This design comes from an exercise in tuning for small area on the open sky130 flow, not from production work. In this exercise RTL edits were held to simulation tests only and were not proved equivalent to the original. No driver is modelled on the clock port, so clocking that relies on it looks cheaper here than on a real chip. Power figures rest on the tool's default switching activity, not on a simulated workload.

File: flow/flow/run.sh
#!/bin/bash
# Standard ORFS layout (the standard.sh) with area-oriented knobs:
#  - port buffers use the smallest buffer,
#  - the clock tree uses small buffers, larger sink clusters and no dummy
#    loads; slow leaf buffers are upsized afterwards (flow/post_cts.tcl),
#  - size (power) recovery after global routing.
# Each ORFS step writes its full log under orfs/logs/; make's output is in flow.log.
set -euo pipefail
here=$(cd "$(dirname "$0")" && pwd)
bash standard.sh \
  BUFFER_PORTS_ARGS="-buffer_cell sky130_fd_sc_hd__buf_1" \
  CTS_ARGS="-sink_clustering_enable -repair_clock_nets -dont_use_dummy_load -sink_clustering_size 16 -sink_clustering_max_diameter 80 -buf_list sky130_fd_sc_hd__clkbuf_4" \
  POST_CTS_TCL="$here/post_cts.tcl" \
  RECOVER_POWER=100 \
  "${FLOW_TARGET:-finish}" > flow.log 2>&1
File: flow/flow/clk_upsize.tcl
# upsize clock buffers whose driven clock pins see a slew above the threshold
proc clk_upsize {thr} {
  set order {sky130_fd_sc_hd__clkbuf_1 sky130_fd_sc_hd__clkbuf_2 sky130_fd_sc_hd__clkbuf_4 sky130_fd_sc_hd__clkbuf_8 sky130_fd_sc_hd__clkbuf_16}
  for {set it 0} {$it < 4} {incr it} {
    set n 0
    set bad {}
    foreach pin [all_registers -clock_pins] {
      set w 0
      foreach e {rise fall} { set s [get_property $pin slew_max_$e]; if {$s > $w} {set w $s} }
      if {$w > $thr} {
        set net [get_nets -of_objects $pin]
        foreach d [get_pins -of_objects $net -filter "direction==output"] { lappend bad [get_property $d full_name] }
      }
    }
    foreach dn [lsort -unique $bad] {
      set inst [get_cells -of_objects [get_pins $dn]]
      set m [get_property $inst ref_name]
      set i [lsearch $order $m]
      if {$i >= 0 && $i < [llength $order]-1} {
        replace_cell $inst [lindex $order [expr {$i+1}]]
        incr n
      }
    }
    estimate_parasitics -placement
    puts "UPSIZED $n"
    if {$n == 0} break
  }
}
File: flow/flow/post_cts.tcl
# After CTS: upsize leaf clock buffers whose flip-flop clock pins see a slow
# slew, then legalize the placement again.
source [file join [file dirname [info script]] clk_upsize.tcl]
estimate_parasitics -placement
clk_upsize 0.10
detailed_placement
check_placement -verbose
estimate_parasitics -placement
report_design_area
File: flow/standard.sh
#!/bin/bash
# synth_recipe.tcl (not shown) runs the flow's synth.tcl, then flattens the netlist and writes it again
# the make line also repeats each setting of config.mk as NAME=value (left out here)
make -C /OpenROAD-flow-scripts/flow DESIGN_CONFIG=/design/flow/config.mk WORK_HOME=/design/flow/orfs CLKGATE_MAP_FILE= SYNTH_SCRIPT=/design/flow/synth_recipe.tcl "${@:-finish}"
File: flow/config.mk
export PLATFORM = sky130hd
export DESIGN_NAME = SingleCycle_MIPS
export DESIGN_NICKNAME = SingleCycle_MIPS
export VERILOG_FILES = /design/flow/design.v
export SDC_FILE = /design/flow/constraint.sdc
export NUM_CORES = 4
export LEC_CHECK = 0
export CAP_MARGIN = 10
export CORE_MARGIN = 2
export CORE_UTILIZATION = 50
export GPL_TIMING_DRIVEN = 0
export PLACE_DENSITY = 0.6
export SETUP_SLACK_MARGIN = 0.05
export SLEW_MARGIN = 10
export SYNTH_HIERARCHICAL = 1
File: flow/constraint.sdc
create_clock -name core_clock -period 12.0 [get_ports {clk}]
set_input_delay 2.4000 -clock core_clock [delete_from_list [all_inputs] [get_ports {clk}]]
set_output_delay 2.4000 -clock core_clock [all_outputs]
set_load 0.01 [all_outputs]
File: flow/design.v
module SingleCycle_MIPS(
    clk,
    rst_n,
    IR_addr,
    IR,
    RF_writedata,
    ReadDataMem,
    CEN,
    WEN,
    A,
    ReadData2,
    OEN
);
    input         clk, rst_n;
    input  [31:0] IR;
    output [31:0] IR_addr, RF_writedata;
    input  [31:0] ReadDataMem;
    output        CEN;
    output        WEN;
    output  [6:0] A;
    output [31:0] ReadData2;
    output        OEN;
    reg  [31:0]   pc;
    reg  [31:0]   valid;
    reg  [1023:0] rf;       
    wire is_mem = IR[31];                  
    wire is_sw  = IR[29];
    wire is_beq = IR[28];
    wire is_jmp = IR[27] & ~IR[31];        
    wire is_jal = IR[26] & ~IR[31];
    wire is_r   = ~IR[31] & ~IR[26];       
    wire is_jr  = ~IR[31] & ~IR[28] & ~IR[27] & ~IR[5];
    wire reg_we = ~IR[29] & ~IR[28] & (IR[26] | ~IR[27]);
    wire [4:0]  rs  = IR[25:21];
    wire [4:0]  rt  = IR[20:16];
    wire [4:0]  wa  = is_jal ? 5'd31 : (is_mem ? rt : IR[15:11]);
    wire [31:0] imm = {{16{IR[15]}}, IR[15:0]};
    wire [31:0] sel1 = valid & (32'd1 << rs);
    wire [31:0] sel2 = valid & (32'd1 << rt);
    wire [31:0] rd1, rd2;
    genvar b, k;
    generate
        for (b = 0; b < 32; b = b + 1) begin : rb
            wire [31:0] col;
            for (k = 0; k < 32; k = k + 1) begin : c
                assign col[k] = rf[32*k + b];
            end
            rf_rdbit r1(.s(sel1), .d(col), .y(rd1[b]));
            rf_rdbit r2(.s(sel2), .d(col), .y(rd2[b]));
        end
    endgenerate
    wire        sub = ~IR[31] & (IR[28] | IR[1]);
    wire [31:0] opb = {rd2[31:9], is_mem ? imm[8:0] : rd2[8:0]};
    wire [31:0] bx  = opb ^ {32{sub}};
    wire [31:0] ap  = rd1 ^ bx;
    wire [31:0] ag  = rd1 & bx;
    wire [32:0] ac;
    alu_carry u_alu(.g(ag), .p(ap), .ci(sub), .c(ac));
    wire [31:0] sum = ap ^ ac[31:0];
    wire        eq  = &ap;                 
    wire [31:0] pc4;
    wire [30:2] ic;
    assign pc4[1:0] = pc[1:0];
    assign pc4[2]   = ~pc[2];
    assign ic[2]    = pc[2];
    generate
        for (b = 3; b < 32; b = b + 1) begin : inc
            if (b < 31) begin : h
                rfc_ha u(.a(pc[b]), .b(ic[b-1]), .s(pc4[b]), .co(ic[b]));
            end else begin : l
                assign pc4[31] = pc[31] ^ ic[30];
            end
        end
    endgenerate
    wire [31:0] br;
    wire [18:2] bc;
    assign br[1:0] = pc[1:0];
    assign bc[2]   = 1'b1;
    generate
        for (b = 2; b < 18; b = b + 1) begin : bra
            rfc_fa u(.a(pc[b]), .b(IR[b-2]), .c(bc[b]), .s(br[b]), .co(bc[b+1]));
        end
    endgenerate
    wire        bs  = IR[15];
    wire [31:18] bq = pc[31:18] ^ {14{bs}};
    wire [31:18] bch;                     
    assign bch[18] = bc[18] ^ bs;
    generate
        for (b = 19; b < 32; b = b + 1) begin : brc
            assign bch[b] = bch[b-1] & bq[b-1];
        end
    endgenerate
    assign br[31:18] = pc[31:18] ^ bch;
    wire        taken = is_beq & eq;
    wire [31:0] npc = is_jr  ? rd1 :
                      is_jmp ? {pc4[31:28], IR[25:0], 2'b00} :
                      taken  ? br : pc4;
    wire selM = is_mem;
    wire selJ = is_jal;
    wire selA = is_r & ~IR[5];                        
    wire selG = is_r & IR[2];                         
    wire selP = is_r & IR[2] & IR[0];                 
    wire selS = is_r & IR[5] & ~IR[3] & ~IR[2];       
    wire selT = is_r & IR[5] & IR[3];                 
    wire [31:0] wbv;
    generate
        for (b = 0; b < 32; b = b + 1) begin : wb
            wb_bit u(.s0(selM), .d0(ReadDataMem[b]), .s1(selJ), .d1(pc4[b]),
                     .s2(selA), .d2(rd1[b]), .s3(selG), .d3(ag[b]),
                     .s4(selP), .d4(ap[b]), .s5(selS), .d5(sum[b]), .y(wbv[b]));
        end
    endgenerate
    wire [31:0] wd = {wbv[31:1], wbv[0] | (selT & sum[31])};
    assign IR_addr      = pc;
    assign RF_writedata = wd;
    assign CEN          = ~is_mem;
    assign WEN          = ~is_sw;
    assign A            = sum[8:2];
    assign ReadData2    = rd2;
    assign OEN          = 1'b0;
    wire [31:0] wsel = {31'd0, reg_we} << wa;
    wire [31:0] nwe  = ~wsel;
    wire [31:0] nwd  = ~wd;
    wire [1023:0] rf_d;
    generate
        for (k = 0; k < 32; k = k + 1) begin : wr
            for (b = 0; b < 32; b = b + 1) begin : bt
                rf_hold u(.q(rf[32*k + b]), .nwe(nwe[k]), .nwd(nwd[b]), .d(rf_d[32*k + b]));
            end
        end
    endgenerate
    always @(posedge clk) rf <= rf_d;
    always @(posedge clk or negedge rst_n) begin
        if (!rst_n) begin
            pc    <= 32'd0;
            valid <= 32'd0;
        end else begin
            pc    <= npc;
            valid <= valid | wsel;
        end
    end
endmodule
module rfc_aoi222(input a, b, c, d, e, f, output y);
    assign y = ~((a & b) | (c & d) | (e & f));
endmodule
module rfc_nand4(input a, b, c, d, output y);
    assign y = ~(a & b & c & d);
endmodule
module rfc_nand2(input a, b, output y);
    assign y = ~(a & b);
endmodule
module rfc_or3(input a, b, c, output y);
    assign y = a | b | c;
endmodule
module rfc_a221o(input a, b, c, d, e, output y);
    assign y = (a & b) | (c & d) | e;
endmodule
module rfc_fa(input a, b, c, output s, co);
    assign {co, s} = a + b + c;
endmodule
module rfc_ha(input a, b, output s, co);
    assign {co, s} = a + b;
endmodule
module rfc_oai21(input a1, a2, b, output y);
    assign y = ~((a1 | a2) & b);
endmodule
module rf_rdbit(input [31:0] s, input [31:0] d, output y);
    wire [9:0] t;
    genvar i;
    generate
        for (i = 0; i < 10; i = i + 1) begin : g
            rfc_aoi222 u(.a(s[3*i]), .b(d[3*i]), .c(s[3*i+1]), .d(d[3*i+1]),
                         .e(s[3*i+2]), .f(d[3*i+2]), .y(t[i]));
        end
    endgenerate
    wire n0, n1, n2, w;
    rfc_nand4 x0(.a(t[0]), .b(t[1]), .c(t[2]), .d(t[3]), .y(n0));
    rfc_nand4 x1(.a(t[4]), .b(t[5]), .c(t[6]), .d(t[7]), .y(n1));
    rfc_nand2 x2(.a(t[8]), .b(t[9]), .y(n2));
    rfc_or3   x3(.a(n0), .b(n1), .c(n2), .y(w));
    rfc_a221o x4(.a(s[30]), .b(d[30]), .c(s[31]), .d(d[31]), .e(w), .y(y));
endmodule
module rf_hold(input q, input nwe, input nwd, output d);
    wire h;
    rfc_nand2 u0(.a(q), .b(nwe), .y(h));
    rfc_oai21 u1(.a1(nwe), .a2(nwd), .b(h), .y(d));
endmodule
module wb_bit(input s0, d0, s1, d1, s2, d2, s3, d3, s4, d4, s5, d5, output y);
    wire t0, t1;
    rfc_aoi222 u0(.a(s0), .b(d0), .c(s1), .d(d1), .e(s2), .f(d2), .y(t0));
    rfc_aoi222 u1(.a(s3), .b(d3), .c(s4), .d(d4), .e(s5), .f(d5), .y(t1));
    rfc_nand2  u2(.a(t0), .b(t1), .y(y));
endmodule
module alu_carry(input [31:0] g, input [31:0] p, input ci, output [32:0] c);
    wire G0 = g[0] | (p[0] & ci);
    wire g_1_0 = g[1] | (p[1] & G0);
    wire g_3_2 = g[3] | (p[3] & g[2]);
    wire p_3_2 = p[3] & p[2];
    wire g_5_4 = g[5] | (p[5] & g[4]);
    wire p_5_4 = p[5] & p[4];
    wire g_7_6 = g[7] | (p[7] & g[6]);
    wire p_7_6 = p[7] & p[6];
    wire g_9_8 = g[9] | (p[9] & g[8]);
    wire p_9_8 = p[9] & p[8];
    wire g_11_10 = g[11] | (p[11] & g[10]);
    wire p_11_10 = p[11] & p[10];
    wire g_13_12 = g[13] | (p[13] & g[12]);
    wire p_13_12 = p[13] & p[12];
    wire g_15_14 = g[15] | (p[15] & g[14]);
    wire p_15_14 = p[15] & p[14];
    wire g_17_16 = g[17] | (p[17] & g[16]);
    wire p_17_16 = p[17] & p[16];
    wire g_19_18 = g[19] | (p[19] & g[18]);
    wire p_19_18 = p[19] & p[18];
    wire g_21_20 = g[21] | (p[21] & g[20]);
    wire p_21_20 = p[21] & p[20];
    wire g_23_22 = g[23] | (p[23] & g[22]);
    wire p_23_22 = p[23] & p[22];
    wire g_25_24 = g[25] | (p[25] & g[24]);
    wire p_25_24 = p[25] & p[24];
    wire g_27_26 = g[27] | (p[27] & g[26]);
    wire p_27_26 = p[27] & p[26];
    wire g_29_28 = g[29] | (p[29] & g[28]);
    wire p_29_28 = p[29] & p[28];
    wire g_31_30 = g[31] | (p[31] & g[30]);
    wire p_31_30 = p[31] & p[30];
    wire g_3_0 = g_3_2 | (p_3_2 & g_1_0);
    wire g_7_4 = g_7_6 | (p_7_6 & g_5_4);
    wire p_7_4 = p_7_6 & p_5_4;
    wire g_11_8 = g_11_10 | (p_11_10 & g_9_8);
    wire p_11_8 = p_11_10 & p_9_8;
    wire g_15_12 = g_15_14 | (p_15_14 & g_13_12);
    wire p_15_12 = p_15_14 & p_13_12;
    wire g_19_16 = g_19_18 | (p_19_18 & g_17_16);
    wire p_19_16 = p_19_18 & p_17_16;
    wire g_23_20 = g_23_22 | (p_23_22 & g_21_20);
    wire p_23_20 = p_23_22 & p_21_20;
    wire g_27_24 = g_27_26 | (p_27_26 & g_25_24);
    wire p_27_24 = p_27_26 & p_25_24;
    wire g_31_28 = g_31_30 | (p_31_30 & g_29_28);
    wire p_31_28 = p_31_30 & p_29_28;
    wire g_7_0 = g_7_4 | (p_7_4 & g_3_0);
    wire g_15_8 = g_15_12 | (p_15_12 & g_11_8);
    wire p_15_8 = p_15_12 & p_11_8;
    wire g_23_16 = g_23_20 | (p_23_20 & g_19_16);
    wire p_23_16 = p_23_20 & p_19_16;
    wire g_31_24 = g_31_28 | (p_31_28 & g_27_24);
    wire p_31_24 = p_31_28 & p_27_24;
    wire g_15_0 = g_15_8 | (p_15_8 & g_7_0);
    wire g_31_16 = g_31_24 | (p_31_24 & g_23_16);
    wire p_31_16 = p_31_24 & p_23_16;
    wire g_31_0 = g_31_16 | (p_31_16 & g_15_0);
    wire g_23_0 = g_23_16 | (p_23_16 & g_15_0);
    wire g_11_0 = g_11_8 | (p_11_8 & g_7_0);
    wire g_19_0 = g_19_16 | (p_19_16 & g_15_0);
    wire g_27_0 = g_27_24 | (p_27_24 & g_23_0);
    wire g_5_0 = g_5_4 | (p_5_4 & g_3_0);
    wire g_9_0 = g_9_8 | (p_9_8 & g_7_0);
    wire g_13_0 = g_13_12 | (p_13_12 & g_11_0);
    wire g_17_0 = g_17_16 | (p_17_16 & g_15_0);
    wire g_21_0 = g_21_20 | (p_21_20 & g_19_0);
    wire g_25_0 = g_25_24 | (p_25_24 & g_23_0);
    wire g_29_0 = g_29_28 | (p_29_28 & g_27_0);
    wire g_2_0 = g[2] | (p[2] & g_1_0);
    wire g_4_0 = g[4] | (p[4] & g_3_0);
    wire g_6_0 = g[6] | (p[6] & g_5_0);
    wire g_8_0 = g[8] | (p[8] & g_7_0);
    wire g_10_0 = g[10] | (p[10] & g_9_0);
    wire g_12_0 = g[12] | (p[12] & g_11_0);
    wire g_14_0 = g[14] | (p[14] & g_13_0);
    wire g_16_0 = g[16] | (p[16] & g_15_0);
    wire g_18_0 = g[18] | (p[18] & g_17_0);
    wire g_20_0 = g[20] | (p[20] & g_19_0);
    wire g_22_0 = g[22] | (p[22] & g_21_0);
    wire g_24_0 = g[24] | (p[24] & g_23_0);
    wire g_26_0 = g[26] | (p[26] & g_25_0);
    wire g_28_0 = g[28] | (p[28] & g_27_0);
    wire g_30_0 = g[30] | (p[30] & g_29_0);
    assign c[0] = ci;
    assign c[1] = G0;
    assign c[2] = g_1_0;
    assign c[3] = g_2_0;
    assign c[4] = g_3_0;
    assign c[5] = g_4_0;
    assign c[6] = g_5_0;
    assign c[7] = g_6_0;
    assign c[8] = g_7_0;
    assign c[9] = g_8_0;
    assign c[10] = g_9_0;
    assign c[11] = g_10_0;
    assign c[12] = g_11_0;
    assign c[13] = g_12_0;
    assign c[14] = g_13_0;
    assign c[15] = g_14_0;
    assign c[16] = g_15_0;
    assign c[17] = g_16_0;
    assign c[18] = g_17_0;
    assign c[19] = g_18_0;
    assign c[20] = g_19_0;
    assign c[21] = g_20_0;
    assign c[22] = g_21_0;
    assign c[23] = g_22_0;
    assign c[24] = g_23_0;
    assign c[25] = g_24_0;
    assign c[26] = g_25_0;
    assign c[27] = g_26_0;
    assign c[28] = g_27_0;
    assign c[29] = g_28_0;
    assign c[30] = g_29_0;
    assign c[31] = g_30_0;
    assign c[32] = g_31_0;
endmodule
==> results of run 1 <==
-- report_power, final --
| part | internal [mW] | switching [mW] | leakage (nW) |
|---|---|---|---|
| registers | 4.04 | 0.337 | 9.17 |
| clock network | 0.979 | 1.26 | 0.858 |
| logic | 0.368 | 0.653 | 9.34 |
| total | 5.39 | 2.24 | 19.4 |
-- routing by layer --
layer | up-vias | GRT usage | part of all wire
met4 | 4 | 0.2454 | 0.069
li1 | 20268 | - | -
met5 | - | 0 | 0.00011
met2 | 3369 | 0.5973 | 0.40
met1 | 22060 | 0.5534 | 0.38
met3 | 598 | 0.1272 | 0.15
-- critical path: stages --
cell	delay (ns)
buf_1	0.18
clkbuf_2	0.30
nor3b_1	0.79
and3_2	0.61
buf_12	0.29
a222oi_1	0.13
nand4_1	0.30
or3_1	0.17
a221o_1	0.31
xor2_1	0.32
o21ai_0	0.17
ha_1	0.40
a21o_1	0.23
a31o_1	0.28
a211o_2	0.43
a31oi_1	0.37
o21ai_1	0.16
a21o_1	0.22
a21o_1	0.19
a21o_1	0.17
buf_4	0.12
xor2_1	0.13
a222oi_1	0.29
nand2_1	0.30
clkbuf_4	0.25
buf_1	0.12
-- cell type report --
cell class,instances,area [sq um],share of cell area
multi-input combinational,3699,22920,0.4425
sequential,1088,22100,0.4267
timing repair buffer,267,2669,0.05153
clock buffer,79,1717,0.03314
tap,1186,1484,0.02865
buffer,104,718.2,0.01387
inverter,42,157.7,0.003044
antenna,11,27.53,0.0005315
-- final timing paths --
check	from	to	slack, ns	cells after the start
setup / recovery	IR[19]	RF_writedata[19]	-0.07	26
setup reg to reg	pc[2]	pc[27]	2.96	23
hold reg to reg	rf[513]	rf[513]	0.48	2
max in group asynchronous	rst_n	pc[24]	7.12	3
min in group asynchronous	rst_n	valid[7]	1.63	1
hold / removal	rf[513]	rf[513]	0.48	2
-- through the flow --
| stage | setup slack (ns) | area [sq um] | hold WS, ns | power (mW) | util |
|---|---|---|---|---|---|
| after detailed placement | 0.4072 | 50450 | 0.4622 | 5.480 | 0.5529 |
| after floorplan | 2.084 | 45800 | 0.4403 | 5.038 | - |
| after global routing | 0.1037 | 51780 | 0.4907 | 7.910 | 0.5674 |
| after global placement | -0.8282 | 47890 | 0.4543 | 5.402 | 0.5249 |
| final | -0.06941 | 51790 | 0.4816 | 7.630 | 0.5676 |
-- flip-flops by register name, indices dropped and copies added (netlist names) --
name / flops
valid: 32
rf: 1024
pc: 32
==> results.sh, run 1 <==
export IMPL_drt_initial_drc_count=10336
export IMPL_cap_violations=10
export IMPL_initial_core_util=0.5019
export IMPL_dp_cells=6382
export IMPL_crit_arrival_ns=9.67
export IMPL_tns_ns=-0.06941
export IMPL_io_pins=172
export IMPL_clkLatencyLatePin_ns=1.10
export IMPL_slew_viol_final=561
export IMPL_wl_um=205400
export IMPL_antenna_found_initial=7
export IMPL_ir_worst_vdd_mv=0.1120
export IMPL_final_nets=5423
export IMPL_grt_pass1_wl_um=288700
export IMPL_grt_max_degree=66
export IMPL_gp_congestion=1.035
export IMPL_cts_tree="done"
export IMPL_cp_required_ns=9.60
export IMPL_dp_hpwl_um=131200
export IMPL_so_faults="max-capacitance violations, max-slew violations, negative setup slack"
export IMPL_finalSetupViolations=1
export IMPL_grt_pass1_vias=41442
export IMPL_leakage_nw=19.36
export IMPL_min_path_type="reg2reg"
export IMPL_ys_warnings_count=7
export IMPL_fill_cells=8563
export IMPL_finalHoldViolCount=0
export IMPL_routedWlPerCell_um=31.72
export IMPL_cts_sinks=1088
export IMPL_synthCells=4933
export IMPL_synth_avg_cell_area_sq_um=9.283
export IMPL_synth_cell_area_sq_mm=0.04580
export IMPL_outcome="failed layout checks"
export IMPL_powerDensity_mw_per_mm2=147.3
export IMPL_mostFrequentLayoutCell="nand2_1"
export IMPL_worst_pin_slew_ns=3.391
export IMPL_cts_clk_slew_worst_paths_ns=0.07
export IMPL_drc=0
export IMPL_setup_ws_ns=-0.06941
export IMPL_layout_common_cells="nand2_1, o21ai_0, dfxtp_1"
export IMPL_syn_num_nets=5075
export IMPL_min_period_ns=12.07
export IMPL_cp_start_kind="primary input"
export IMPL_port_buffers=163
export IMPL_layout_cells_non_filler=6476
export IMPL_fin_crit_sh=1.006
export IMPL_maxSlewHeadroom=-1.261
export IMPL_critPathKind="in2out"
export IMPL_num_rows=111
export IMPL_drt_first_pass_iters=14
export IMPL_die_w_um=306.6
export IMPL_area_growth_pct=13.10
export IMPL_groute_usage_overall=0.4170
export IMPL_ant_nets=0
export IMPL_clock_fmax_mhz=82.85
export IMPL_drive_above_1_share=0.06611
export IMPL_avgViaCountPerCell=7.149
export IMPL_end_kind="output port"
export IMPL_num_vias=46299
export IMPL_skew_ns=0.07394
export IMPL_overflow=0
export IMPL_die_area_sq_mm=0.09403
export IMPL_rsz0062_at_grt="false"
export IMPL_die_h_um=306.6
export IMPL_cp_max_fo=22
export IMPL_core_region_area_sq_mm=0.09125
==> inputs of run 2 (changes only) <==
==> flow/flow/run.sh (replaced) <==
#!/bin/bash
# Standard ORFS layout (the standard.sh) with area-oriented knobs:
#  - port buffers use the smallest buffer,
#  - the clock tree uses small buffers, larger sink clusters and no dummy
#    loads; slow leaf buffers are upsized afterwards (flow/post_cts.tcl),
#  - cells that repair_design made larger than their loads need are downsized
#    again (flow/post_resize.tcl, flow/post_cts.tcl),
# Each ORFS step writes its full log under orfs/logs/; make's output is in flow.log.
set -euo pipefail
here=$(cd "$(dirname "$0")" && pwd)
bash standard.sh \
  BUFFER_PORTS_ARGS="-buffer_cell sky130_fd_sc_hd__buf_1" \
  CTS_ARGS="-sink_clustering_enable -repair_clock_nets -dont_use_dummy_load -sink_clustering_size 12 -sink_clustering_max_diameter 40 -buf_list sky130_fd_sc_hd__clkbuf_4" \
  POST_RESIZE_TCL="$here/post_resize.tcl" \
  POST_CTS_TCL="$here/post_cts.tcl" \
  "${FLOW_TARGET:-finish}" > flow.log 2>&1
==> flow/flow/downsize.tcl (new file) <==
# Downsize buffers and gates that repair_design made larger than their loads
# need: try each smaller drive strength and keep it when the cell's output net
# still meets the slew and capacitance limits (with margin) and setup slack
# stays above a floor.
proc ds_net_ok {inst smax} {
  foreach out [get_pins -of_objects $inst -filter "direction==output"] {
    set net [get_nets -of_objects $out]
    foreach p [get_pins -of_objects $net] {
      foreach e {rise fall} {
        if {[get_property $p slew_max_$e] > $smax} { return 0 }
      }
    }
  }
  return 1
}
proc ds_family {m} {
  if {![regexp {^(sky130_fd_sc_hd__[a-z0-9]+)_([0-9]+)$} $m -> base drv]} { return {} }
  set out {}
  foreach s {0 1 2 3 4 6 8 12 16} {
    if {$s >= $drv} break
    set c "${base}_$s"
    if {[llength [get_lib_cells -quiet */$c]]} { lappend out $c }
  }
  return [lreverse $out]
}
proc downsize_all {smax slack_floor} {
  set n 0
  set saved 0.0
  foreach inst [get_cells *] {
    set m [get_property $inst ref_name]
    if {[string match "*clkbuf*" $m] || [string match "*df*" $m] || [string match "*tap*" $m]} continue
    set cands [ds_family $m]
    if {![llength $cands]} continue
    if {![ds_net_ok $inst $smax]} continue
    set best $m
    foreach c $cands {
      replace_cell $inst $c
      if {[ds_net_ok $inst $smax] && [worst_slack -max] >= $slack_floor} {
        set best $c
      } else {
        break
      }
    }
    if {$best ne [get_property $inst ref_name]} { replace_cell $inst $best }
    if {$best ne $m} { incr n }
  }
  puts "DOWNSIZED $n"
}
==> flow/flow/post_cts.tcl (replaced) <==
# After CTS: upsize leaf clock buffers whose flip-flop clock pins see a slow
# slew, downsize other cells that do not need their drive, then legalize the
# placement again.
source [file join [file dirname [info script]] clk_upsize.tcl]
source [file join [file dirname [info script]] downsize.tcl]
estimate_parasitics -placement
clk_upsize 0.10
downsize_all 0.75 0.4
detailed_placement
check_placement -verbose
estimate_parasitics -placement
report_design_area
==> flow/flow/post_resize.tcl (new file) <==
# After repair_design: downsize cells whose loads do not need their drive.
source [file join [file dirname [info script]] downsize.tcl]
estimate_parasitics -placement
downsize_all 0.75 0.45
report_design_area
--- a/flow/config.mk
+++ b/flow/config.mk
@@ -7,3 +7,3 @@
 export LEC_CHECK = 0
-export CAP_MARGIN = 10
+export CAP_MARGIN = 20
 export CORE_MARGIN = 2
@@ -12,4 +12,4 @@
 export PLACE_DENSITY = 0.6
-export SETUP_SLACK_MARGIN = 0.05
-export SLEW_MARGIN = 10
+export SETUP_SLACK_MARGIN = 0.4
+export SLEW_MARGIN = 20
 export SYNTH_HIERARCHICAL = 1
==> run 2 against run 1 <==
Effect of this change: now clean on timing, DRC and antenna; critical endpoint unchanged; synthesized area unchanged; clock power fell by about 10%; largest cell class unchanged; hold slack better by 0.0054 ns.
==> results.sh, run 2 <==
export IMPL_core_region_area_sq_mm=0.09125
export IMPL_cts_tree="done"
export IMPL_wl_um=203800
export IMPL_seqPwrFrac=0.594
export IMPL_leakage_nw=18.97
export IMPL_crit_cells=25
export IMPL_powerDensity_mw_per_mm2=147.0
export IMPL_cp_start_kind="primary input"
export IMPL_maxSlewHeadroom=0.2177
export IMPL_worst_pin_slew_ns=1.173
export IMPL_synth_avg_cell_area_sq_um=9.283
export IMPL_cap_violations=0
export IMPL_reg2reg_from="pc[2]"
export IMPL_drive_above_1_share=0.07816
export IMPL_groute_usage_overall=0.4150
export IMPL_port_buffers=163
export IMPL_multiInputGateArea_sq_mm=0.02315
export IMPL_top_regs="rf (1024), pc (32), valid (32)"
export IMPL_reg2reg_slack_ns=3.14
export IMPL_dp_hpwl_um=135500
export IMPL_cellInternalPower_mw=5.119
export IMPL_grt_max_degree=59
export IMPL_drt_first_pass_iters=13
export IMPL_reg2regPathDepth=23
export IMPL_rr_endpoint="pc[31]"
export IMPL_finalSetupViolations=0
export IMPL_slew_viol_final=0
export IMPL_ys_warnings_count=7
export IMPL_final_nets=5505
export IMPL_slowest_delay_ns=0.48
export IMPL_finalHoldViolCount=0
export IMPL_finish_utilization=0.5488
export IMPL_num_rows=111
export IMPL_gp_congestion=1.035
export IMPL_drc=0
export IMPL_grt_pass1_vias=41590
export IMPL_outcome="timing/DRC/antenna clean"
export IMPL_fin_crit_sh=0.9608
export IMPL_ant_nets=0
export IMPL_grt_pass1_wl_um=286700
export IMPL_io_pins=172
export IMPL_power_frac_comb=0.135
export IMPL_overflow=0
export IMPL_critPathTopFamily="compound AO/OA/AOI/OAI gates"
export IMPL_layout_common_cells="nand2_1, o21ai_0, dfxtp_1"
export IMPL_routedWlPerCell_um=31.05
export IMPL_layout_cells_non_filler=6563
export IMPL_largest_register="rf"
export IMPL_synthCells=4933
export IMPL_cts_sinks=1088
export IMPL_min_period_ns=11.53
export IMPL_min_path_type="reg2reg"
export IMPL_ir_worst_vdd_mv=0.09970
export IMPL_path_buf_inv=5
export IMPL_power_frac_clock=0.271
export IMPL_dp_cells=6394
export IMPL_clock_fmax_mhz=86.73
export IMPL_drt_initial_drc_count=10847
export IMPL_die_w_um=306.6
export IMPL_mostFrequentLayoutCell="nand2_1"
export IMPL_clkLatencyLatePin_ns=1.15
export IMPL_die_h_um=306.6
export IMPL_critPathKind="in2out"
export IMPL_ff_latch_area_sq_mm=0.02210
export IMPL_area_growth_pct=9.347
export IMPL_crit_end="RF_writedata[19]"
export IMPL_netSwitchingFraction=0.3047
export IMPL_largest_reg_flops=1024
export IMPL_antenna_found_initial=9
export IMPL_initial_core_util=0.5019
export IMPL_startpoint="IR[19]"
export IMPL_avgViaCountPerCell=7.107
export IMPL_cts_clk_slew_worst_paths_ns=0.06
export IMPL_power_total_mw=7.363
export IMPL_syn_num_nets=5075
export IMPL_crit_arrival_ns=9.13
export IMPL_p_switching_mw=2.243
export IMPL_rsz0062_at_grt="false"
export IMPL_num_vias=46646
export IMPL_synth_cell_area_sq_mm=0.04580
export IMPL_fill_cells=8862
export IMPL_critPathSlowestCell="a222oi_1"
export IMPL_end_kind="output port"
export IMPL_die_area_sq_mm=0.09403
export IMPL_cp_max_fo=18
export IMPL_skew_ns=0.09784
export IMPL_cp_required_ns=9.60
run 2: through the flow:
step	TNS, ns	worst slack (ns)	hold WS (ns)	cell area, sq um
floorplan	0	2.084	0.4403	45800
global placement	-13.20	-0.8282	0.4543	47890
detailed placement	-0.4347	-0.1851	0.4635	48490
global route	0	0.4018	0.4995	50060
finish	0	0.4703	0.4870	50080
run 2: worst min path at each step:
| stage | start | endpoint | cells past startpoint |
|---|---|---|---|
| floorplan | valid[0] | valid[0] | 1 |
| global placement | valid[8] | valid[8] | 1 |
| detailed placement | valid[13] | valid[13] | 1 |
| global route | valid[11] | valid[11] | 1 |
| finish | rf[133] | rf[133] | 2 |
run 2: per-layer routing:
metal  global-route usage  wire, um
met1               0.5514     78920
met2               0.5848     82830
met3               0.1258     28180
met5             0.007235       103
met4               0.2625     13750
run 2: area by class of cell:
type | instances | share of cell area
plain buffers | 104 | 0.009570
flip-flops and latches | 1088 | 0.4414
multi-input cells | 3699 | 0.4624
well taps | 1186 | 0.02963
diodes | 16 | 0.0007996
inverters | 42 | 0.003148
clock buffers | 153 | 0.02843
repair buffers | 275 | 0.02469
run 2: power by group through the flow:
stage / clock network, mW / logic (mW) / registers [mW]
after floorplan: 0 / 0.678 / 4.36
after detailed placement: 0 / 0.951 / 4.43
after global routing: 2.16 / 1.09 / 4.42
final: 2.00 / 0.993 / 4.37
after global placement: 0 / 0.986 / 4.42
run 2: worst reg2reg max path: stages (launching register included):
cell	delay (ns)
dfrtp_1	0.46
fa_1	0.46
fa_1	0.43
fa_1	0.41
fa_1	0.48
fa_1	0.43
fa_1	0.40
fa_1	0.40
fa_1	0.42
fa_1	0.41
fa_1	0.43
fa_1	0.43
fa_1	0.41
fa_1	0.40
fa_1	0.43
fa_1	0.42
fa_1	0.50
nor4b_2	0.29
mux2i_1	0.17
buf_6	0.20
nor4_1	0.34
mux2i_1	0.15
xor2_1	0.16
o21ai_0	0.15
==> inputs of run 3 (changes only) <==
--- a/flow/flow/post_cts.tcl
+++ b/flow/flow/post_cts.tcl
@@ -7,3 +7,3 @@
 clk_upsize 0.10
-downsize_all 0.75 0.4
+downsize_all 0.9 0.25
 detailed_placement
--- a/flow/flow/post_resize.tcl
+++ b/flow/flow/post_resize.tcl
@@ -3,3 +3,3 @@
 estimate_parasitics -placement
-downsize_all 0.75 0.45
+downsize_all 0.9 0.3
 report_design_area
--- a/flow/config.mk
+++ b/flow/config.mk
@@ -12,3 +12,3 @@
 export PLACE_DENSITY = 0.6
-export SETUP_SLACK_MARGIN = 0.4
+export SETUP_SLACK_MARGIN = 0.25
 export SLEW_MARGIN = 20
==> run 3 against run 2 <==
Effect of this change: still clean on timing, DRC and antenna; hold slack got worse by 0.0087 ns; clock power barely moved; worst setup slack lost 0.31 ns; critical path depth unchanged; core utilization decreased by 0.51 points; cell count about the same; cell area fell by 0.92%; synthesized area unchanged; register-to-register slack got worse by 0.33 ns.
==> results.sh, run 3 <==
export IMPL_outcome="timing/DRC/antenna clean"
export IMPL_clkLatencyLatePin_ns=1.16
export IMPL_synth_cell_area_sq_mm=0.04580
export IMPL_core_region_area_sq_mm=0.09125
export IMPL_cts_tree="done"
export IMPL_cap_violations=0
export IMPL_port_buffers=163
export IMPL_setup_ws_ns=0.1554
export IMPL_num_vias=46510
export IMPL_min_path_type="reg2reg"
export IMPL_groute_usage_overall=0.4145
export IMPL_critPathTopFamily="compound AO/OA/AOI/OAI gates"
export IMPL_die_h_um=306.6
export IMPL_avgViaCountPerCell=7.093
export IMPL_fill_cells=8927
export IMPL_startpoint="IR[18]"
export IMPL_finalHoldViolCount=0
export IMPL_crit_arrival_ns=9.44
export IMPL_ant_nets=0
export IMPL_layout_common_cells="nand2_1, o21ai_0, dfxtp_1"
export IMPL_initial_core_util=0.5019
export IMPL_cts_clk_slew_worst_paths_ns=0.08
export IMPL_synth_avg_cell_area_sq_um=9.283
export IMPL_cp_max_fo=22
export IMPL_synthCells=4933
export IMPL_io_pins=172
export IMPL_cp_start_kind="primary input"
export IMPL_syn_num_nets=5075
export IMPL_largest_register="rf"
export IMPL_end_kind="output port"
export IMPL_leakage_nw=18.46
export IMPL_gp_congestion=1.035
export IMPL_ir_worst_vdd_mv=0.09182
export IMPL_drt_initial_drc_count=10696
export IMPL_powerDensity_mw_per_mm2=147.6
export IMPL_reg2reg_slack_ns=2.81
export IMPL_mostFrequentLayoutCell="nand2_1"
export IMPL_drt_first_pass_iters=12
export IMPL_grt_pass1_vias=41531
export IMPL_routedWlPerCell_um=31.01
export IMPL_fin_crit_sh=0.9870
export IMPL_top_regs="rf (1024), pc (32), valid (32)"
export IMPL_cp_required_ns=9.60
export IMPL_antenna_found_initial=8
export IMPL_path_buf_inv=5
export IMPL_min_from="valid[21]"
export IMPL_skew_ns=0.1235
export IMPL_reg2reg_from="pc[2]"
export IMPL_rsz0062_at_grt="false"
export IMPL_drc=0
export IMPL_die_w_um=306.6
export IMPL_cts_sinks=1088
export IMPL_grt_max_degree=59
export IMPL_worst_pin_slew_ns=1.160
export IMPL_grt_pass1_wl_um=286100
export IMPL_ys_warnings_count=7
export IMPL_slowest_delay_ns=0.65
export IMPL_dp_hpwl_um=135300
export IMPL_die_area_sq_mm=0.09403
export IMPL_area_growth_pct=8.336
export IMPL_drive_above_1_share=0.06489
export IMPL_finalSetupViolations=0
export IMPL_wl_um=203300
export IMPL_critPathKind="in2out"
export IMPL_critPathSlowestCell="nor2b_2"
export IMPL_post_place_ws_ns=-0.4948
export IMPL_final_nets=5507
export IMPL_largest_reg_flops=1024
export IMPL_overflow=0
export IMPL_maxSlewHeadroom=0.2194
export IMPL_tns_ns=0
export IMPL_clock_fmax_mhz=84.43
export IMPL_slew_viol_final=0
export IMPL_min_period_ns=11.84
export IMPL_num_rows=111
-- run 3: path summary, 6_finish.rpt --
check / endpoint / cells past startpoint
setup / recovery: RF_writedata[19] / 25
min in group asynchronous: pc[6] / 1
max in group asynchronous: valid[25] / 3
hold / removal: valid[21] / 1
setup reg to reg: pc[30] / 23
hold reg to reg: valid[21] / 1
-- run 3: where the power goes --
| part | leakage (nW) | total, mW | switching, mW | internal, mW |
|---|---|---|---|---|
| Clock | 0.807 | 1.97 | 1.25 | 0.720 |
| Combinational | 8.48 | 0.980 | 0.642 | 0.338 |
| Sequential | 9.17 | 4.37 | 0.334 | 4.04 |
-- run 3: per-stage QoR --
step	power (mW)	std cells	utilization	area, sq um	hold WS (ns)
3_3_place_gp	5.402	6282	0.5249	47890	0.4543
3_5_place_dp	5.369	6394	0.5270	48080	0.4613
2_1_floorplan	5.038	4933	-	45800	0.4403
5_1_grt	7.628	6551	0.5436	49600	0.4988
6_report	7.322	6557	0.5437	49610	0.4783
-- run 3: area by class of cell --
type | instances | area [sq um] | share of cell area
multi-input cells | 3699 | 22790 | 0.4594
diodes | 8 | 20.02 | 0.0004035
clock buffers | 154 | 1394 | 0.02809
plain buffers | 104 | 407.9 | 0.008222
well taps | 1186 | 1484 | 0.02991
flip-flops and latches | 1088 | 22100 | 0.4455
inverters | 42 | 157.7 | 0.003178
repair buffers | 276 | 1255 | 0.02529
-- run 3: per-layer routing --
layer | vias up | global-route usage | wire length, um
met5 | - | 0 | 13
met4 | 2 | 0.2546 | 13130
met3 | 572 | 0.1215 | 28870
met2 | 3359 | 0.5926 | 82960
met1 | 22126 | 0.5500 | 78370
li1 | 20451 | - | -
==> inputs of run 4 (changes only) <==
--- a/flow/flow/run.sh
+++ b/flow/flow/run.sh
@@ -12,3 +12,3 @@
   BUFFER_PORTS_ARGS="-buffer_cell sky130_fd_sc_hd__buf_1" \
-  CTS_ARGS="-sink_clustering_enable -repair_clock_nets -dont_use_dummy_load -sink_clustering_size 12 -sink_clustering_max_diameter 40 -buf_list sky130_fd_sc_hd__clkbuf_4" \
+  CTS_ARGS="-sink_clustering_enable -repair_clock_nets -dont_use_dummy_load -sink_clustering_size 16 -sink_clustering_max_diameter 50 -buf_list sky130_fd_sc_hd__clkbuf_4" \
   POST_RESIZE_TCL="$here/post_resize.tcl" \
--- a/flow/flow/post_cts.tcl
+++ b/flow/flow/post_cts.tcl
@@ -6,3 +6,3 @@
 estimate_parasitics -placement
-clk_upsize 0.10
+clk_upsize 0.11
 downsize_all 0.9 0.25
==> run 4 against run 3 <==
Effect of this change: largest power group unchanged; combinational power is essentially flat; critical endpoint unchanged; critical path type unchanged; worst setup slack gained 0.011 ns; wire length shrank 0.10%; first-iteration DRC count shrank 3.4%; power shrank 1.7%; die area is the same; still clean.
==> results.sh, run 4 <==
export IMPL_outcome="timing/DRC/antenna clean"
export IMPL_rsz0062_at_grt="false"
export IMPL_finalSetupViolations=0
export IMPL_tns_ns=0
export IMPL_largest_reg_flops=1024
export IMPL_maxSlewHeadroom=0.2230
export IMPL_top_regs="rf (1024), pc (32), valid (32)"
export IMPL_clkLatencyLatePin_ns=1.10
export IMPL_synthCells=4933
export IMPL_drc=0
export IMPL_min_from="valid[8]"
export IMPL_cts_sinks=1088
export IMPL_hold_depth=1
export IMPL_path_cells="clkbuf_1, nor3b_1, and3_1, clkbuf_4, a222oi_1, nand4_1, or3_1, a221o_1, ha_1, a21o_1, a31o_1, a211o_2, a31oi_1, o21ai_0, a21o_1, a21o_1, a21o_1, buf_1, xor2_1, a222oi_1, nand2_1, buf_1, buf_1"
export IMPL_min_path_type="reg2reg"
export IMPL_dp_hpwl_um=135300
export IMPL_core_region_area_sq_mm=0.09125
export IMPL_slew_viol_final=0
export IMPL_ant_nets=0
export IMPL_synth_avg_cell_area_sq_um=9.283
export IMPL_powerDensity_mw_per_mm2=145.7
export IMPL_fin_crit_sh=0.9861
export IMPL_port_buffers=163
export IMPL_reg2reg_from="pc[2]"
export IMPL_cellInternalPower_mw=5.001
export IMPL_area_growth_pct=7.945
export IMPL_drt_initial_drc_count=10327
export IMPL_mostFrequentLayoutCell="nand2_1"
export IMPL_power_frac_clock=0.257
export IMPL_antenna_found_initial=9
export IMPL_power_frac_comb=0.136
export IMPL_ys_warnings_count=7
export IMPL_grt_pass1_wl_um=286500
export IMPL_skew_ns=0.1063
export IMPL_overflow=0
export IMPL_gp_congestion=1.035
export IMPL_rr_endpoint="pc[30]"
export IMPL_slowest_delay_ns=0.76
export IMPL_die_w_um=306.6
export IMPL_initial_core_util=0.5019
export IMPL_leakage_nw=18.32
export IMPL_post_place_ws_ns=-0.4948
export IMPL_cp_start_kind="primary input"
export IMPL_crit_arrival_ns=9.43
export IMPL_drt_first_pass_iters=12
export IMPL_seqPwrFrac=0.607
export IMPL_holdPathEnd="valid[8]"
export IMPL_finalHoldViolCount=0
export IMPL_grt_pass1_vias=41447
export IMPL_p_switching_mw=2.200
export IMPL_cp_required_ns=9.60
export IMPL_cap_violations=0
export IMPL_cp_max_fo=22
export IMPL_cts_tree="done"
export IMPL_cts_clk_slew_worst_paths_ns=0.07
export IMPL_wl_um=203100
export IMPL_worst_pin_slew_ns=1.165
export IMPL_end_kind="output port"
export IMPL_reg2reg_slack_ns=2.89
export IMPL_routedWlPerCell_um=31.13
export IMPL_final_nets=5472
export IMPL_groute_usage_overall=0.4132
export IMPL_io_pins=172
export IMPL_ir_worst_vdd_mv=0.1056
export IMPL_path_common_cell="a21o_1"
export IMPL_hold_slack_ns=0.4856
export IMPL_num_vias=46281
export IMPL_setup_ws_ns=0.1665
export IMPL_num_rows=111
export IMPL_reg2regPathDepth=23
export IMPL_synth_cell_area_sq_mm=0.04580
export IMPL_drive_above_1_share=0.05893
export IMPL_grt_max_degree=59
export IMPL_min_period_ns=11.83
export IMPL_largest_register="rf"
export IMPL_layout_common_cells="nand2_1, o21ai_0, dfxtp_1"
export IMPL_syn_num_nets=5075
export IMPL_die_h_um=306.6
export IMPL_clock_fmax_mhz=84.51
export IMPL_power_total_mw=7.201
export IMPL_critPathKind="in2out"
export IMPL_critPathSlowestCell="and3_1"
export IMPL_die_area_sq_mm=0.09403
export IMPL_avgViaCountPerCell=7.092
export IMPL_netSwitchingFraction=0.3055
[run 4: stage by stage]
| stage | util | cell area (sq um) | instances |
|---|---|---|---|
| floorplan | - | 45800 | 4933 |
| global placement | 0.5249 | 47890 | 6282 |
| detailed placement | 0.5270 | 48080 | 6394 |
| global route | 0.5417 | 49420 | 6522 |
| finish | 0.5418 | 49430 | 6526 |
[run 4: worst max-delay path, delay by kind of cell]
| family | cells | cell delay (ns) |
|---|---|---|
| AO/OA/AOI/OAI | 11 | 2.87 |
| adder cells (fa/ha/maj) | 1 | 0.34 |
| AND/OR/NAND/NOR | 5 | 2.24 |
| XOR/XNOR | 1 | 0.14 |
| buffers and inverters | 5 | 1.44 |
[run 4: layer usage]
| layer | global-route usage | part of all wire | vias up |
|---|---|---|---|
| li1 | - | - | 20371 |
| met3 | 0.1136 | 0.14 | 562 |
| met5 | 0.001034 | 0.00013 | - |
| met4 | 0.2526 | 0.067 | 4 |
| met1 | 0.5545 | 0.39 | 21998 |
| met2 | 0.5891 | 0.41 | 3346 |
[run 4: worst max-delay path by stage]
| stage | from | to | slack (ns) | cells past startpoint |
|---|---|---|---|---|
| detailed placement | IR[19] | RF_writedata[31] | -0.49 | 26 |
| floorplan | IR[0] | pc[27] | 2.08 | 23 |
| global route | IR[19] | RF_writedata[31] | 0.24 | 28 |
| finish | IR[24] | RF_writedata[19] | 0.17 | 23 |
| global placement | IR[19] | RF_writedata[19] | -0.83 | 25 |
[run 4: layout make-up]
class	count	area, sq um
inverter	42	157.7
antenna	12	30.03
tap	1186	1484
timing repair buffer	275	1239
sequential	1088	22100
multi-input combinational	3699	22810
fill	8915	41810
buffer	104	407.9
clock buffer	120	1207
[run 4: power by group through the flow]
stage               Sequential (mW)  Clock, mW  Combinational (mW)
floorplan                      4.36          0               0.678
global placement               4.42          0               0.986
detailed placement             4.43          0               0.939
global route                   4.42       2.00                1.07
finish                         4.37       1.85               0.980

[what the ideal ports hide]
In the flow no input, the clock included, has a driving cell. The finished layouts below were timed again as built, in two steps.
Step 1: set_driving_cell puts a clkbuf_16 on clk and a buf_2 on each other input, an assumption about the parent block.
Step 2 times the ports against the registers' clock, not the clock port: input delays grow and output delays shrink by t, the midpoint of the rising clock arrivals with the driver on.
Three values: ideal, step 1, step 2; two values: the first two.
run	t, ns	slack for setup (ns)	latest minus earliest clock arrival (ns)
run 1	1.131	-0.069 / -0.099 / -0.099	0.074 / 0.073
run 2	1.165	0.470 / 0.438 / 0.438	0.098 / 0.098
run 3	1.168	0.155 / 0.095 / 0.095	0.123 / 0.123
run 4	1.124	0.166 / 0.138 / 0.138	0.107 / 0.107
The setup slack of run 3, which loses most, moves by -0.060 ns with the drivers and by -0.060 ns with both steps.
